Context: an optimization exercise on an open-source flow, tuned for small area and a short achievable clock period. The choices shown serve that exercise and are no tape-out recipe.
Only the layout flow was run in this run; the RTL was not checked for function there.
Power is estimated from default activity; no workload was simulated.

## flow/config.mk

```make
export PLATFORM = sky130hd
export DESIGN_NAME = timing
export DESIGN_NICKNAME = timing
export VERILOG_FILES = /design/flow/design.v
export SDC_FILE = /design/flow/constraint.sdc
export NUM_CORES = 4
export LEC_CHECK = 0
export ABC_AREA = 1
export CAP_MARGIN = 20
export CORE_MARGIN = 2
export CORE_UTILIZATION = 40
export SLEW_MARGIN = 20
export SYNTH_HIERARCHICAL = 1
```

## flow/constraint.sdc

```tcl
create_clock -name core_clock -period 8.5 [get_ports {clk}]
set_input_delay 1.7000 -clock core_clock [delete_from_list [all_inputs] [get_ports {clk}]]
set_output_delay 1.7000 -clock core_clock [all_outputs]
set_load 0.01 [all_outputs]
```

## flow/design.v

```verilog
module timing (
    input clk,
    input [7:0] a,
    input [7:0] b,
    output [31:0] c
  );
  function [11:0] p4hi(input [7:0] v);
    case (v)
      8'd0: p4hi = 12'd0;
      8'd1: p4hi = 12'd0;
      8'd2: p4hi = 12'd1;
      8'd3: p4hi = 12'd5;
      8'd4: p4hi = 12'd16;
      8'd5: p4hi = 12'd39;
      8'd6: p4hi = 12'd81;
      8'd7: p4hi = 12'd150;
      8'd8: p4hi = 12'd256;
      8'd9: p4hi = 12'd410;
      8'd10: p4hi = 12'd625;
      8'd11: p4hi = 12'd915;
      8'd12: p4hi = 12'd1296;
      8'd13: p4hi = 12'd1785;
      8'd14: p4hi = 12'd2401;
      8'd15: p4hi = 12'd3164;
      8'd16: p4hi = 12'd0;
      8'd17: p4hi = 12'd1124;
      8'd18: p4hi = 12'd2465;
      8'd19: p4hi = 12'd4049;
      8'd20: p4hi = 12'd1808;
      8'd21: p4hi = 12'd3963;
      8'd22: p4hi = 12'd2353;
      8'd23: p4hi = 12'd1106;
      8'd24: p4hi = 12'd256;
      8'd25: p4hi = 12'd3934;
      8'd26: p4hi = 12'd3985;
      8'd27: p4hi = 12'd447;
      8'd28: p4hi = 12'd1552;
      8'd29: p4hi = 12'd3245;
      8'd30: p4hi = 12'd1473;
      8'd31: p4hi = 12'd376;
      8'd32: p4hi = 12'd0;
      8'd33: p4hi = 12'd392;
      8'd34: p4hi = 12'd1601;
      8'd35: p4hi = 12'd3677;
      8'd36: p4hi = 12'd2576;
      8'd37: p4hi = 12'd2447;
      8'd38: p4hi = 12'd3345;
      8'd39: p4hi = 12'd1230;
      8'd40: p4hi = 12'd256;
      8'd41: p4hi = 12'd482;
      8'd42: p4hi = 12'd1969;
      8'd43: p4hi = 12'd683;
      8'd44: p4hi = 12'd784;
      8'd45: p4hi = 12'd2337;
      8'd46: p4hi = 12'd1313;
      8'd47: p4hi = 12'd1876;
      8'd48: p4hi = 12'd0;
      8'd49: p4hi = 12'd3948;
      8'd50: p4hi = 12'd1505;
      8'd51: p4hi = 12'd937;
      8'd52: p4hi = 12'd2320;
      8'd53: p4hi = 12'd1635;
      8'd54: p4hi = 12'd3057;
      8'd55: p4hi = 12'd2570;
      8'd56: p4hi = 12'd256;
      8'd57: p4hi = 12'd294;
      8'd58: p4hi = 12'd2769;
      8'd59: p4hi = 12'd3671;
      8'd60: p4hi = 12'd3088;
      8'd61: p4hi = 12'd1109;
      8'd62: p4hi = 12'd1921;
      8'd63: p4hi = 12'd1520;
      8'd64: p4hi = 12'd0;
      8'd65: p4hi = 12'd1552;
      8'd66: p4hi = 12'd2177;
      8'd67: p4hi = 12'd1973;
      8'd68: p4hi = 12'd1040;
      8'd69: p4hi = 12'd3575;
      8'd70: p4hi = 12'd1489;
      8'd71: p4hi = 12'd3078;
      8'd72: p4hi = 12'd256;
      8'd73: p4hi = 12'd1322;
      8'd74: p4hi = 12'd2289;
      8'd75: p4hi = 12'd3267;
      8'd76: p4hi = 12'd272;
      8'd77: p4hi = 12'd1609;
      8'd78: p4hi = 12'd3297;
      8'd79: p4hi = 12'd1356;
      8'd80: p4hi = 12'd0;
      8'd81: p4hi = 12'd3444;
      8'd82: p4hi = 12'd3617;
      8'd83: p4hi = 12'd641;
      8'd84: p4hi = 12'd2832;
      8'd85: p4hi = 12'd2123;
      8'd86: p4hi = 12'd2737;
      8'd87: p4hi = 12'd706;
      8'd88: p4hi = 12'd256;
      8'd89: p4hi = 12'd1518;
      8'd90: p4hi = 12'd529;
      8'd91: p4hi = 12'd1519;
      8'd92: p4hi = 12'd528;
      8'd93: p4hi = 12'd1789;
      8'd94: p4hi = 12'd1345;
      8'd95: p4hi = 12'd3432;
      8'd96: p4hi = 12'd0;
      8'd97: p4hi = 12'd3480;
      8'd98: p4hi = 12'd1729;
      8'd99: p4hi = 12'd3085;
      8'd100: p4hi = 12'd3600;
      8'd101: p4hi = 12'd3423;
      8'd102: p4hi = 12'd2705;
      8'd103: p4hi = 12'd1598;
      8'd104: p4hi = 12'd256;
      8'd105: p4hi = 12'd2930;
      8'd106: p4hi = 12'd1585;
      8'd107: p4hi = 12'd475;
      8'd108: p4hi = 12'd3856;
      8'd109: p4hi = 12'd3697;
      8'd110: p4hi = 12'd161;
      8'd111: p4hi = 12'd1604;
      8'd112: p4hi = 12'd0;
      8'd113: p4hi = 12'd3708;
      8'd114: p4hi = 12'd609;
      8'd115: p4hi = 12'd3161;
      8'd116: p4hi = 12'd3344;
      8'd117: p4hi = 12'd1331;
      8'd118: p4hi = 12'd1393;
      8'd119: p4hi = 12'd3706;
      8'd120: p4hi = 12'd256;
      8'd121: p4hi = 12'd3510;
      8'd122: p4hi = 12'd1361;
      8'd123: p4hi = 12'd2183;
      8'd124: p4hi = 12'd2064;
      8'd125: p4hi = 12'd1189;
      8'd126: p4hi = 12'd3841;
      8'd127: p4hi = 12'd2016;
      8'd128: p4hi = 12'd0;
      8'd129: p4hi = 12'd2080;
      8'd130: p4hi = 12'd257;
      8'd131: p4hi = 12'd2917;
      8'd132: p4hi = 12'd2064;
      8'd133: p4hi = 12'd1991;
      8'd134: p4hi = 12'd2897;
      8'd135: p4hi = 12'd886;
      8'd136: p4hi = 12'd256;
      8'd137: p4hi = 12'd1210;
      8'd138: p4hi = 12'd3953;
      8'd139: p4hi = 12'd499;
      8'd140: p4hi = 12'd3344;
      8'd141: p4hi = 12'd409;
      8'd142: p4hi = 12'd97;
      8'd143: p4hi = 12'd2620;
      8'd144: p4hi = 12'd0;
      8'd145: p4hi = 12'd644;
      8'd146: p4hi = 12'd673;
      8'd147: p4hi = 12'd305;
      8'd148: p4hi = 12'd3856;
      8'd149: p4hi = 12'd3355;
      8'd150: p4hi = 12'd3121;
      8'd151: p4hi = 12'd3378;
      8'd152: p4hi = 12'd256;
      8'd153: p4hi = 12'd2174;
      8'd154: p4hi = 12'd1169;
      8'd155: p4hi = 12'd1567;
      8'd156: p4hi = 12'd3600;
      8'd157: p4hi = 12'd3405;
      8'd158: p4hi = 12'd1217;
      8'd159: p4hi = 12'd1368;
      8'd160: p4hi = 12'd0;
      8'd161: p4hi = 12'd1448;
      8'd162: p4hi = 12'd1857;
      8'd163: p4hi = 12'd1469;
      8'd164: p4hi = 12'd528;
      8'd165: p4hi = 12'd3375;
      8'd166: p4hi = 12'd2065;
      8'd167: p4hi = 12'd942;
      8'd168: p4hi = 12'd256;
      8'd169: p4hi = 12'd258;
      8'd170: p4hi = 12'd1201;
      8'd171: p4hi = 12'd3339;
      8'd172: p4hi = 12'd2832;
      8'd173: p4hi = 12'd4033;
      8'd174: p4hi = 12'd3105;
      8'd175: p4hi = 12'd308;
      8'd176: p4hi = 12'd0;
      8'd177: p4hi = 12'd2444;
      8'd178: p4hi = 12'd3809;
      8'd179: p4hi = 12'd265;
      8'd180: p4hi = 12'd272;
      8'd181: p4hi = 12'd3;
      8'd182: p4hi = 12'd3825;
      8'd183: p4hi = 12'd3818;
      8'd184: p4hi = 12'd256;
      8'd185: p4hi = 12'd1606;
      8'd186: p4hi = 12'd4049;
      8'd187: p4hi = 12'd3767;
      8'd188: p4hi = 12'd1040;
      8'd189: p4hi = 12'd245;
      8'd190: p4hi = 12'd1665;
      8'd191: p4hi = 12'd1488;
      8'd192: p4hi = 12'd0;
      8'd193: p4hi = 12'd1584;
      8'd194: p4hi = 12'd2433;
      8'd195: p4hi = 12'd2837;
      8'd196: p4hi = 12'd3088;
      8'd197: p4hi = 12'd3479;
      8'd198: p4hi = 12'd209;
      8'd199: p4hi = 12'd1766;
      8'd200: p4hi = 12'd256;
      8'd201: p4hi = 12'd74;
      8'd202: p4hi = 12'd1521;
      8'd203: p4hi = 12'd803;
      8'd204: p4hi = 12'd2320;
      8'd205: p4hi = 12'd2281;
      8'd206: p4hi = 12'd993;
      8'd207: p4hi = 12'd2860;
      8'd208: p4hi = 12'd0;
      8'd209: p4hi = 12'd916;
      8'd210: p4hi = 12'd1825;
      8'd211: p4hi = 12'd3041;
      8'd212: p4hi = 12'd784;
      8'd213: p4hi = 12'd3563;
      8'd214: p4hi = 12'd3505;
      8'd215: p4hi = 12'd930;
      8'd216: p4hi = 12'd256;
      8'd217: p4hi = 12'd1806;
      8'd218: p4hi = 12'd1809;
      8'd219: p4hi = 12'd591;
      8'd220: p4hi = 12'd2576;
      8'd221: p4hi = 12'd3997;
      8'd222: p4hi = 12'd1089;
      8'd223: p4hi = 12'd2376;
      8'd224: p4hi = 12'd0;
      8'd225: p4hi = 12'd2488;
      8'd226: p4hi = 12'd1985;
      8'd227: p4hi = 12'd2925;
      8'd228: p4hi = 12'd1552;
      8'd229: p4hi = 12'd2303;
      8'd230: p4hi = 12'd1425;
      8'd231: p4hi = 12'd3358;
      8'd232: p4hi = 12'd256;
      8'd233: p4hi = 12'd658;
      8'd234: p4hi = 12'd817;
      8'd235: p4hi = 12'd1083;
      8'd236: p4hi = 12'd1808;
      8'd237: p4hi = 12'd3345;
      8'd238: p4hi = 12'd1953;
      8'd239: p4hi = 12'd2084;
      8'd240: p4hi = 12'd0;
      8'd241: p4hi = 12'd156;
      8'd242: p4hi = 12'd2913;
      8'd243: p4hi = 12'd441;
      8'd244: p4hi = 12'd1296;
      8'd245: p4hi = 12'd1747;
      8'd246: p4hi = 12'd2161;
      8'd247: p4hi = 12'd2906;
      8'd248: p4hi = 12'd256;
      8'd249: p4hi = 12'd2774;
      8'd250: p4hi = 12'd2641;
      8'd251: p4hi = 12'd231;
      8'd252: p4hi = 12'd16;
      8'd253: p4hi = 12'd2373;
      8'd254: p4hi = 12'd3585;
      8'd255: p4hi = 12'd4032;
      default: p4hi = 12'd0;
    endcase
  endfunction
  reg [7:0] a_q, b_q;
  reg [11:0] x_q, y_q;
  reg a0_q, b0_q;
  reg [11:0] lo_q;
  reg cy_q;
  reg [19:0] hs_q, hc_q;
  wire s1, k2, s3, k4, s5, k6, s7, k8, s9, k10, s11, k12, s13, k14, s15, k16, s17, k18, s19, k20, s21, k22, s23, k24, s25, k26, s27, k28, s29, k30, s31, k32, s33, k34, s35, k36, s37, k38, s39, k40, s41, k42, s43, k44, s45, k46, s47, k48, s49, k50, s51, k52, s53, k54, s55, k56, s57, k58, s59, k60, s61, k62, s63, k64, s65, k66, s67, k68, s69, k70, s71, k72, s73, k74, s75, k76, s77, k78, s79, k80, s81, k82, s83, k84, s85, k86, s87, k88, s89, k90, s91, k92, s93, k94, s95, k96, s97, k98, s99, k100, s101, k102, s103, k104, s105, k106, s107, k108, s109, k110, s111, k112, s113, k114, s115, k116, s117, k118, s119, k120, s121, k122, s123, k124, s125, k126, s127, k128, s129, k130, s131, k132, s133, k134, s135, k136, s137, k138, s139, k140, s141, k142, s143, k144, s145, k146, s147, k148, s149, k150, s151, k152, s153, k154, s155, k156, s157, k158, s159, k160, s161, k162, s163, k164, s165, k166, s167, k168, s169, k170, s171, k172, s173, k174, s175, k176, s177, k178, s179, k180, s181, k182, s183, k184, s185, k186, s187, k188, s189, k190, s191, k192, s193, k194, s195, k196, s197, k198, s199, k200, s201, k202, s203, k204, s205, k206, s207, k208, s209, k210, s211, k212, s213, k214, s215, k216, s217, k218, s219, k220, s221, k222, s223, k224, s225, k226, s227, k228, s229, k230, s231, k232, s233, k234, s235, k236, s237, k238, s239, k240, s241, k242, s243, k244, s245, k246, s247, k248, s249, k250, s251, k252, p253, p254, p255, p256, p257, p258, p259, p260, p261, p262, p263;
  ha_cell us1 (.a(x_q[0] & y_q[7]), .b(x_q[1] & y_q[6]), .s(s1), .co(k2));
  ha_cell us3 (.a(x_q[0] & y_q[8]), .b(x_q[1] & y_q[7]), .s(s3), .co(k4));
  fa_cell us5 (.a(x_q[0] & y_q[9]), .b(x_q[1] & y_q[8]), .c(x_q[2] & y_q[7]), .s(s5), .co(k6));
  fa_cell us7 (.a(x_q[0] & y_q[10]), .b(x_q[1] & y_q[9]), .c(x_q[2] & y_q[8]), .s(s7), .co(k8));
  ha_cell us9 (.a(x_q[3] & y_q[7]), .b(x_q[4] & y_q[6]), .s(s9), .co(k10));
  fa_cell us11 (.a(x_q[0] & y_q[11]), .b(x_q[1] & y_q[10]), .c(x_q[2] & y_q[9]), .s(s11), .co(k12));
  fa_cell us13 (.a(x_q[3] & y_q[8]), .b(x_q[4] & y_q[7]), .c(x_q[5] & y_q[6]), .s(s13), .co(k14));
  ha_cell us15 (.a(x_q[6] & y_q[5]), .b(x_q[7] & y_q[4]), .s(s15), .co(k16));
  fa_cell us17 (.a(x_q[1] & y_q[11]), .b(x_q[2] & y_q[10]), .c(x_q[3] & y_q[9]), .s(s17), .co(k18));
  fa_cell us19 (.a(x_q[4] & y_q[8]), .b(x_q[5] & y_q[7]), .c(x_q[6] & y_q[6]), .s(s19), .co(k20));
  ha_cell us21 (.a(x_q[7] & y_q[5]), .b(x_q[8] & y_q[4]), .s(s21), .co(k22));
  fa_cell us23 (.a(x_q[2] & y_q[11]), .b(x_q[3] & y_q[10]), .c(x_q[4] & y_q[9]), .s(s23), .co(k24));
  fa_cell us25 (.a(x_q[5] & y_q[8]), .b(x_q[6] & y_q[7]), .c(x_q[7] & y_q[6]), .s(s25), .co(k26));
  fa_cell us27 (.a(x_q[3] & y_q[11]), .b(x_q[4] & y_q[10]), .c(x_q[5] & y_q[9]), .s(s27), .co(k28));
  ha_cell us29 (.a(x_q[0] & y_q[4]), .b(x_q[1] & y_q[3]), .s(s29), .co(k30));
  fa_cell us31 (.a(x_q[0] & y_q[5]), .b(x_q[1] & y_q[4]), .c(x_q[2] & y_q[3]), .s(s31), .co(k32));
  ha_cell us33 (.a(x_q[3] & y_q[2]), .b(x_q[4] & y_q[1]), .s(s33), .co(k34));
  fa_cell us35 (.a(x_q[0] & y_q[6]), .b(x_q[1] & y_q[5]), .c(x_q[2] & y_q[4]), .s(s35), .co(k36));
  fa_cell us37 (.a(x_q[3] & y_q[3]), .b(x_q[4] & y_q[2]), .c(x_q[5] & y_q[1]), .s(s37), .co(k38));
  ha_cell us39 (.a(x_q[6] & y_q[0]), .b(a0_q & y_q[10]), .s(s39), .co(k40));
  fa_cell us41 (.a(x_q[2] & y_q[5]), .b(x_q[3] & y_q[4]), .c(x_q[4] & y_q[3]), .s(s41), .co(k42));
  fa_cell us43 (.a(x_q[5] & y_q[2]), .b(x_q[6] & y_q[1]), .c(x_q[7] & y_q[0]), .s(s43), .co(k44));
  fa_cell us45 (.a(a0_q & y_q[11]), .b(b0_q & x_q[11]), .c(s1), .s(s45), .co(k46));
  fa_cell us47 (.a(x_q[2] & y_q[6]), .b(x_q[3] & y_q[5]), .c(x_q[4] & y_q[4]), .s(s47), .co(k48));
  fa_cell us49 (.a(x_q[5] & y_q[3]), .b(x_q[6] & y_q[2]), .c(x_q[7] & y_q[1]), .s(s49), .co(k50));
  fa_cell us51 (.a(x_q[8] & y_q[0]), .b(k2), .c(s3), .s(s51), .co(k52));
  fa_cell us53 (.a(x_q[3] & y_q[6]), .b(x_q[4] & y_q[5]), .c(x_q[5] & y_q[4]), .s(s53), .co(k54));
  fa_cell us55 (.a(x_q[6] & y_q[3]), .b(x_q[7] & y_q[2]), .c(x_q[8] & y_q[1]), .s(s55), .co(k56));
  fa_cell us57 (.a(x_q[9] & y_q[0]), .b(k4), .c(s5), .s(s57), .co(k58));
  fa_cell us59 (.a(x_q[5] & y_q[5]), .b(x_q[6] & y_q[4]), .c(x_q[7] & y_q[3]), .s(s59), .co(k60));
  fa_cell us61 (.a(x_q[8] & y_q[2]), .b(x_q[9] & y_q[1]), .c(x_q[10] & y_q[0]), .s(s61), .co(k62));
  fa_cell us63 (.a(s9), .b(k6), .c(s7), .s(s63), .co(k64));
  fa_cell us65 (.a(x_q[8] & y_q[3]), .b(x_q[9] & y_q[2]), .c(x_q[10] & y_q[1]), .s(s65), .co(k66));
  fa_cell us67 (.a(x_q[11] & y_q[0]), .b(k10), .c(s15), .s(s67), .co(k68));
  fa_cell us69 (.a(k8), .b(s11), .c(s13), .s(s69), .co(k70));
  fa_cell us71 (.a(x_q[9] & y_q[3]), .b(x_q[10] & y_q[2]), .c(x_q[11] & y_q[1]), .s(s71), .co(k72));
  fa_cell us73 (.a(k16), .b(s21), .c(k12), .s(s73), .co(k74));
  fa_cell us75 (.a(k14), .b(s17), .c(s19), .s(s75), .co(k76));
  fa_cell us77 (.a(x_q[8] & y_q[5]), .b(x_q[9] & y_q[4]), .c(x_q[10] & y_q[3]), .s(s77), .co(k78));
  fa_cell us79 (.a(x_q[11] & y_q[2]), .b(k22), .c(k18), .s(s79), .co(k80));
  fa_cell us81 (.a(k20), .b(s23), .c(s25), .s(s81), .co(k82));
  fa_cell us83 (.a(x_q[6] & y_q[8]), .b(x_q[7] & y_q[7]), .c(x_q[8] & y_q[6]), .s(s83), .co(k84));
  fa_cell us85 (.a(x_q[9] & y_q[5]), .b(x_q[10] & y_q[4]), .c(x_q[11] & y_q[3]), .s(s85), .co(k86));
  fa_cell us87 (.a(k24), .b(k26), .c(s27), .s(s87), .co(k88));
  fa_cell us89 (.a(x_q[4] & y_q[11]), .b(x_q[5] & y_q[10]), .c(x_q[6] & y_q[9]), .s(s89), .co(k90));
  fa_cell us91 (.a(x_q[7] & y_q[8]), .b(x_q[8] & y_q[7]), .c(x_q[9] & y_q[6]), .s(s91), .co(k92));
  fa_cell us93 (.a(x_q[10] & y_q[5]), .b(x_q[11] & y_q[4]), .c(k28), .s(s93), .co(k94));
  fa_cell us95 (.a(x_q[5] & y_q[11]), .b(x_q[6] & y_q[10]), .c(x_q[7] & y_q[9]), .s(s95), .co(k96));
  fa_cell us97 (.a(x_q[8] & y_q[8]), .b(x_q[9] & y_q[7]), .c(x_q[10] & y_q[6]), .s(s97), .co(k98));
  fa_cell us99 (.a(x_q[6] & y_q[11]), .b(x_q[7] & y_q[10]), .c(x_q[8] & y_q[9]), .s(s99), .co(k100));
  ha_cell us101 (.a(x_q[0] & y_q[2]), .b(x_q[1] & y_q[1]), .s(s101), .co(k102));
  fa_cell us103 (.a(x_q[0] & y_q[3]), .b(x_q[1] & y_q[2]), .c(x_q[2] & y_q[1]), .s(s103), .co(k104));
  ha_cell us105 (.a(x_q[3] & y_q[0]), .b(a0_q & y_q[7]), .s(s105), .co(k106));
  fa_cell us107 (.a(x_q[2] & y_q[2]), .b(x_q[3] & y_q[1]), .c(x_q[4] & y_q[0]), .s(s107), .co(k108));
  fa_cell us109 (.a(a0_q & y_q[8]), .b(b0_q & x_q[8]), .c(s29), .s(s109), .co(k110));
  fa_cell us111 (.a(x_q[5] & y_q[0]), .b(a0_q & y_q[9]), .c(b0_q & x_q[9]), .s(s111), .co(k112));
  fa_cell us113 (.a(k30), .b(s33), .c(s31), .s(s113), .co(k114));
  fa_cell us115 (.a(b0_q & x_q[10]), .b(k34), .c(s39), .s(s115), .co(k116));
  fa_cell us117 (.a(k32), .b(s35), .c(s37), .s(s117), .co(k118));
  fa_cell us119 (.a(k40), .b(k36), .c(k38), .s(s119), .co(k120));
  fa_cell us121 (.a(s41), .b(s43), .c(s45), .s(s121), .co(k122));
  fa_cell us123 (.a(k42), .b(k44), .c(s47), .s(s123), .co(k124));
  fa_cell us125 (.a(s49), .b(k46), .c(s51), .s(s125), .co(k126));
  fa_cell us127 (.a(k48), .b(k50), .c(s53), .s(s127), .co(k128));
  fa_cell us129 (.a(s55), .b(k52), .c(s57), .s(s129), .co(k130));
  fa_cell us131 (.a(k54), .b(k56), .c(s59), .s(s131), .co(k132));
  fa_cell us133 (.a(s61), .b(k58), .c(s63), .s(s133), .co(k134));
  fa_cell us135 (.a(k60), .b(k62), .c(s65), .s(s135), .co(k136));
  fa_cell us137 (.a(s67), .b(k64), .c(s69), .s(s137), .co(k138));
  fa_cell us139 (.a(k66), .b(s71), .c(k68), .s(s139), .co(k140));
  fa_cell us141 (.a(s73), .b(k70), .c(s75), .s(s141), .co(k142));
  fa_cell us143 (.a(k72), .b(s77), .c(k74), .s(s143), .co(k144));
  fa_cell us145 (.a(s79), .b(k76), .c(s81), .s(s145), .co(k146));
  fa_cell us147 (.a(k78), .b(s83), .c(s85), .s(s147), .co(k148));
  fa_cell us149 (.a(k80), .b(k82), .c(s87), .s(s149), .co(k150));
  fa_cell us151 (.a(k84), .b(k86), .c(s89), .s(s151), .co(k152));
  fa_cell us153 (.a(s91), .b(s93), .c(k88), .s(s153), .co(k154));
  fa_cell us155 (.a(x_q[11] & y_q[5]), .b(k90), .c(k92), .s(s155), .co(k156));
  fa_cell us157 (.a(s95), .b(s97), .c(k94), .s(s157), .co(k158));
  fa_cell us159 (.a(x_q[9] & y_q[8]), .b(x_q[10] & y_q[7]), .c(x_q[11] & y_q[6]), .s(s159), .co(k160));
  fa_cell us161 (.a(k96), .b(k98), .c(s99), .s(s161), .co(k162));
  fa_cell us163 (.a(x_q[7] & y_q[11]), .b(x_q[8] & y_q[10]), .c(x_q[9] & y_q[9]), .s(s163), .co(k164));
  fa_cell us165 (.a(x_q[10] & y_q[8]), .b(x_q[11] & y_q[7]), .c(k100), .s(s165), .co(k166));
  fa_cell us167 (.a(x_q[8] & y_q[11]), .b(x_q[9] & y_q[10]), .c(x_q[10] & y_q[9]), .s(s167), .co(k168));
  ha_cell us169 (.a(x_q[0] & y_q[1]), .b(x_q[1] & y_q[0]), .s(s169), .co(k170));
  fa_cell us171 (.a(x_q[2] & y_q[0]), .b(a0_q & y_q[6]), .c(b0_q & x_q[6]), .s(s171), .co(k172));
  fa_cell us173 (.a(b0_q & x_q[7]), .b(k102), .c(s105), .s(s173), .co(k174));
  fa_cell us175 (.a(k106), .b(k104), .c(s107), .s(s175), .co(k176));
  fa_cell us177 (.a(k108), .b(s111), .c(k110), .s(s177), .co(k178));
  fa_cell us179 (.a(k112), .b(s115), .c(k114), .s(s179), .co(k180));
  fa_cell us181 (.a(k116), .b(s119), .c(k118), .s(s181), .co(k182));
  fa_cell us183 (.a(k120), .b(s123), .c(k122), .s(s183), .co(k184));
  fa_cell us185 (.a(k124), .b(s127), .c(k126), .s(s185), .co(k186));
  fa_cell us187 (.a(k128), .b(s131), .c(k130), .s(s187), .co(k188));
  fa_cell us189 (.a(k132), .b(s135), .c(k134), .s(s189), .co(k190));
  fa_cell us191 (.a(k136), .b(s139), .c(k138), .s(s191), .co(k192));
  fa_cell us193 (.a(k140), .b(s143), .c(k142), .s(s193), .co(k194));
  fa_cell us195 (.a(s147), .b(k144), .c(k146), .s(s195), .co(k196));
  fa_cell us197 (.a(k148), .b(s151), .c(s153), .s(s197), .co(k198));
  fa_cell us199 (.a(s155), .b(k152), .c(s157), .s(s199), .co(k200));
  fa_cell us201 (.a(s159), .b(k156), .c(s161), .s(s201), .co(k202));
  fa_cell us203 (.a(k160), .b(s163), .c(s165), .s(s203), .co(k204));
  fa_cell us205 (.a(x_q[11] & y_q[8]), .b(k164), .c(s167), .s(s205), .co(k206));
  fa_cell us207 (.a(x_q[9] & y_q[11]), .b(x_q[10] & y_q[10]), .c(x_q[11] & y_q[9]), .s(s207), .co(k208));
  ha_cell us209 (.a(x_q[0] & y_q[0]), .b(a0_q & y_q[4]), .s(s209), .co(k210));
  fa_cell us211 (.a(a0_q & y_q[5]), .b(b0_q & x_q[5]), .c(s169), .s(s211), .co(k212));
  fa_cell us213 (.a(k170), .b(s101), .c(s171), .s(s213), .co(k214));
  fa_cell us215 (.a(k172), .b(s103), .c(s173), .s(s215), .co(k216));
  fa_cell us217 (.a(k174), .b(s109), .c(s175), .s(s217), .co(k218));
  fa_cell us219 (.a(k176), .b(s113), .c(s177), .s(s219), .co(k220));
  fa_cell us221 (.a(s117), .b(k178), .c(s179), .s(s221), .co(k222));
  fa_cell us223 (.a(s121), .b(k180), .c(s181), .s(s223), .co(k224));
  fa_cell us225 (.a(s125), .b(k182), .c(s183), .s(s225), .co(k226));
  fa_cell us227 (.a(s129), .b(k184), .c(s185), .s(s227), .co(k228));
  fa_cell us229 (.a(s133), .b(k186), .c(s187), .s(s229), .co(k230));
  fa_cell us231 (.a(s137), .b(k188), .c(s189), .s(s231), .co(k232));
  fa_cell us233 (.a(s141), .b(k190), .c(s191), .s(s233), .co(k234));
  fa_cell us235 (.a(s145), .b(k192), .c(s193), .s(s235), .co(k236));
  fa_cell us237 (.a(s149), .b(k194), .c(s195), .s(s237), .co(k238));
  fa_cell us239 (.a(k150), .b(k196), .c(s197), .s(s239), .co(k240));
  fa_cell us241 (.a(k154), .b(s199), .c(k198), .s(s241), .co(k242));
  fa_cell us243 (.a(k158), .b(s201), .c(k200), .s(s243), .co(k244));
  fa_cell us245 (.a(k162), .b(s203), .c(k202), .s(s245), .co(k246));
  fa_cell us247 (.a(k166), .b(s205), .c(k204), .s(s247), .co(k248));
  fa_cell us249 (.a(k168), .b(s207), .c(k206), .s(s249), .co(k250));
  fa_cell us251 (.a(x_q[10] & y_q[11]), .b(x_q[11] & y_q[10]), .c(k208), .s(s251), .co(k252));
  assign p253 = a0_q & b0_q;
  assign p254 = a0_q & y_q[0];
  assign p255 = b0_q & x_q[0];
  assign p256 = a0_q & y_q[1];
  assign p257 = b0_q & x_q[1];
  assign p258 = a0_q & y_q[2];
  assign p259 = b0_q & x_q[2];
  assign p260 = a0_q & y_q[3];
  assign p261 = b0_q & x_q[3];
  assign p262 = b0_q & x_q[4];
  assign p263 = x_q[11] & y_q[11];
  wire [11:0] s_lo = {s215, s213, s211, p262, p260, p258, p256, p254, 1'b0, 1'b0, 1'b0, p253};
  wire [11:0] c_lo = {k214, k212, k210, s209, p261, p259, p257, p255, 1'b0, 1'b0, 1'b0, 1'b0};
  wire [19:0] s_hi = {1'b0, p263, s251, s249, s247, s245, s243, s241, s239, s237, s235, s233, s231, s229, s227, s225, s223, s221, s219, s217};
  wire [19:0] c_hi = {1'b0, k252, k250, k248, k246, k244, k242, k240, k238, k236, k234, k232, k230, k228, k226, k224, k222, k220, k218, k216};
  wire [12:0] lo_sum = s_lo + c_lo;
  always @(posedge clk) begin
    a_q <= a;
    b_q <= b;
    x_q <= p4hi(a_q);
    y_q <= p4hi(b_q);
    a0_q <= a_q[0];
    b0_q <= b_q[0];
    lo_q <= lo_sum[11:0];
    cy_q <= lo_sum[12];
    hs_q <= s_hi;
    hc_q <= c_hi;
  end
  wire [19:0] hi_sum = hs_q + hc_q + cy_q;
  assign c = {hi_sum, lo_q};
endmodule
module fa_cell (input a, input b, input c, output s, output co);
  assign {co, s} = a + b + c;
endmodule
module ha_cell (input a, input b, output s, output co);
  assign {co, s} = a + b;
endmodule
```

## flow/run.sh

```bash
#!/bin/bash
# synth_recipe.tcl (not shown) runs the flow's synth.tcl, then flattens the netlist and writes it again
# the make line also repeats each setting of config.mk as NAME=value (left out here)
make -C /OpenROAD-flow-scripts/flow DESIGN_CONFIG=/design/flow/config.mk WORK_HOME=/design/flow/orfs CLKGATE_MAP_FILE= SYNTH_SCRIPT=/design/flow/synth_recipe.tcl finish
```

==> metrics.md <==
| Metric | Value |
|---|---|
| CTS Hold Bufs | `0` |
| Final setup viols | `0` |
| Overall Power | `2.85 mW` |
| Fill count | `3,266` |
| Setup bufs post-CTS | `0` |
| Primary FF master, synth | `dfxtp_1` |
| Core area | `30,700 µm²` |
| Initial core utilization | `40.9%` |
| H-tree depth | `3` |
| Multi-input gate area | `9240 µm²` |
| Worst setup SP type | `flip-flop` |
| Total of max-cap violations | `0` |
| TritonCTS buffer count | `9` |
| RR Startpoint | `x_q[5]` |
| Placed Instance Area | `13,000 µm²` |
| CP Capture Point | `c[28]` |
| N_diodes | `0` |
| Stages on worst setup path | `10` |
| Cell chain of the critical path | `fa_1 > fa_1 > nand3_1 > nand2_1 > nand3_1 > nand2_1 > nand3_1 > nand2_1 > xor2_1 > clkdlybuf4s50_1` |
| Util after Layout | `43.3%` |
| Post-CTS Resized | `0` |
| Crit Path Class | `reg2out` |
| FMAX | `219 MHz` |
| RSZ-0062 raised after global routing | `no` |
| Hpwl dp | `32,400 µm` |
| Crit. End Element | `output port` |
| Die height | `181 µm` |
| Syn-to-layout area delta | `6.08%` |
| Worst IR Drop VDD | `0.158 mV` |
| Cell area after layout | `13,300 µm²` |
| Crit-path slowest cell | `clkdlybuf4s50_1` |
| Wire per inst | `19.4 µm` |
| Leakage | `7.93 nW` |
| Pre-antenna DRT Iters | `5` |
| Layout cells sized above 1 | `3.47%` |
| Warnings, synthesis | `7` |
| Slew Viols, Final | `0` |
| Final Net Count | `2,161` |
| Post-route ant nets | `0` |
| Worst skew pair latency | `0.37 ns` |
| Root Driver | `clkbuf_16` |
| Iter 0 DRT Violations | `1,477` |
| FF/Latch Area | `1800 µm²` |
| Post-synth EDFFs | `0` |
| Crit-path max cell delay | `0.54 ns` |
| Horiz. Die Dim | `181 µm` |
| Period utilisation layout | `53.7%` |
| CP delay by family, top | `adder cells` |
| Port Buffers | `45` |
| Count of different cell masters after synthesis | `45` |
| Routed vias | `13,400` |
| Sequential area share after synthesis | `14.3%` |
| Crit path from | `cy_q` |
| First-pass GRT wire length | `72,600 µm` |
| Reg clk slew, reported paths | `0.08 ns` |
| Final Wtd Congestion | `0.990` |
| CTS tree | `done` |
| Pin count of the biggest net entering global routing | `60` |
| Initial antenna violation count | `0` |
| Overflow left after global routing | `0` |
| Hold WC Path Type | `reg2reg` |
| CP required | `6.80 ns` |
| Routed WL | `45,800 µm` |
| Fin Hold WS | `0.607 ns` |
| Status | `no timing/DRC/antenna violations` |
| Routed vias/inst | `5.69` |
| Tot GR Track Use | `28.2%` |
| FF-to-FF path depth | `7` |
| Clock Path Buffers | `2` |
| Worst slew margin | `28.7%` |
| RR Endpoint | `hs_q[11]` |
| Die area | `32,800 µm²` |
| Crit path buf inv count | `1` |
| Post-route setup TNS | `0 ns` |
| Post-Synthesis Cell Area | `12,600 µm²` |
| Syn_area_per_cell | `6.30 µm²` |
| Yosys reg bits | `90` |
| Final Skew | `0.0179 ns` |
| Tightest Pin Transition | `1.06 ns` |
| Row Count | `64` |
| CP Data Arrival Time | `2.87 ns` |
| Worst Path Max Fanout | `3` |
| R2R setup slack | `5.13 ns` |
| Vias in the first global route | `13,100` |
| Number of remaining DRC errors | `0` |
| Clock Sinks | `90` |
| Async SR Flop Fraction | `0%` |
| Final Hold Viols | `0` |
| P per Cell Area | `213 nW/µm²` |
| Post-layout minimum cycle time | `4.57 ns` |
| Synth Instances | `1,994` |
| Boundary pin count | `49` |
[metrics by stage]
step,setup slack (ns),std cells
2_1_floorplan,4.94,1996
3_3_place_gp,4.30,2342
3_5_place_dp,4.29,2342
4_1_cts,3.89,2358
5_1_grt,3.72,2358
6_report,3.93,2358
[cell families after synthesis]
logic type,after synthesis,share of synthesized area (%)
compound gates,143,6.21
xor+xnor,21,1.46
fa+ha+maj,187,25.6
buf+inv,364,12.1
flops,90,14.3
other cells,1,0.0298
simple gates,1188,40.2
[state kept, by name (all words and copies together), names as in the netlist]
name / cells
a0_q: 1
a_q: 8
b0_q: 1
b_q: 8
cy_q: 1
hc_q: 19
hs_q: 19
lo_q: 9
x_q: 12
y_q: 12
[final cells by class]
cell class | count | share of cell area [%]
Timing Repair Buffer | 56 | 4.00
Sequential cell | 90 | 13.5
Multi-Input combinational cell | 1542 | 69.4
Clock inverter | 5 | 0.291
Tap cell | 396 | 3.72
Inverter | 258 | 7.28
Clock buffer | 11 | 1.82
[layout by cell type, fill, tap and decap left out, types with 11 or more instances in the layout]
cell type and count:
xor2_1 19, dfxtp_1 88, inv_1 246, nand2_2 17, clkdlybuf4s50_1 45, nor2_1 97
nand2_1 722, nand3_1 309, buf_4 11, o21ai_0 41, ha_1 70, fa_1 117
a21oi_1 73, nand4_1 23
[worst reg2reg max path, cell delays in order (launching register included)]
cell,delay [ns]
dfxtp_1,0.74
nand2_1,0.12
inv_1,0.10
fa_1,0.43
fa_1,0.43
fa_1,0.50
fa_1,0.52
fa_1,0.40
[layer usage]
metal | part of all wire, % | global-route usage (%)
met5 | 0 | 0
met4 | 4.4 | 13.5
met3 | 9.6 | 4.98
met2 | 44 | 44.0
met1 | 42 | 37.7
[modules after synthesis (local to each module, per instance)]
module	copies in the design	cells	cell area [µm²]	flip-flops and latches
fa_cell	114	1	20.0	0
ha_cell	12	1	12.5	0
timing	1	1868	10100	90
[worst min path at each step]
stage / startpoint / endpoint / cells after the start
after global routing: a_q[7] / x_q[5] / 2
after CTS: a_q[7] / x_q[5] / 2
after floorplan: a_q[0] / a0_q / 0
after global placement: a_q[7] / x_q[6] / 2
after detailed placement: a_q[7] / x_q[5] / 2
final: a_q[7] / x_q[6] / 2
[synthesized netlist by cell type, types with 4 or more instances]
cell type / instances / area share [%]
o211ai_1: 5 / 0.30
buf_1: 11 / 0.33
nand2_1: 722 / 22
nor2_1: 97 / 2.9
buf_2: 33 / 1.3
inv_1: 246 / 7.3
o21ai_1: 7 / 0.28
nand4_1: 23 / 1.1
nand2_2: 17 / 0.85
inv_2: 7 / 0.21
a21o_1: 4 / 0.24
o21ai_0: 41 / 1.6
dfxtp_1: 90 / 14
buf_6: 6 / 0.54
clkbuf_1: 37 / 1.1
clkinv_1: 4 / 0.12
fa_1: 117 / 19
ha_1: 70 / 7.0
xor2_1: 19 / 1.3
nand3_1: 309 / 12
a21oi_1: 73 / 2.9
buf_4: 19 / 1.1
[power breakdown]
part | total (mW) | switching, mW | internal, mW
logic | 1.79 | 1.01 | 0.782
clock network | 0.402 | 0.193 | 0.208
registers | 0.656 | 0.111 | 0.545

[static timing again, ports no longer ideal]
The flow's constraints put no driver on any port. The routed layout listed below was extracted and timed again, unchanged, in two steps. Step 1 assumes that a clkbuf_16 drives the clock port and a buf_2 every other input. Step 2 times the ports against the registers' clock, not the clock port: input delays grow and output delays shrink by t, the midpoint of the rising clock arrivals with the driver on. Slacks: ideal / step 1 / step 2; pairs: ideal / step 1.
t (ns): 0.413
setup WS [ns]: 3.934 / 3.883 / 4.296
pins driven straight from the clock port: 1
After both steps setup and hold are still met in this run. For this run, drivers alone change the setup slack by -0.051 ns; drivers and shift together by +0.362 ns.
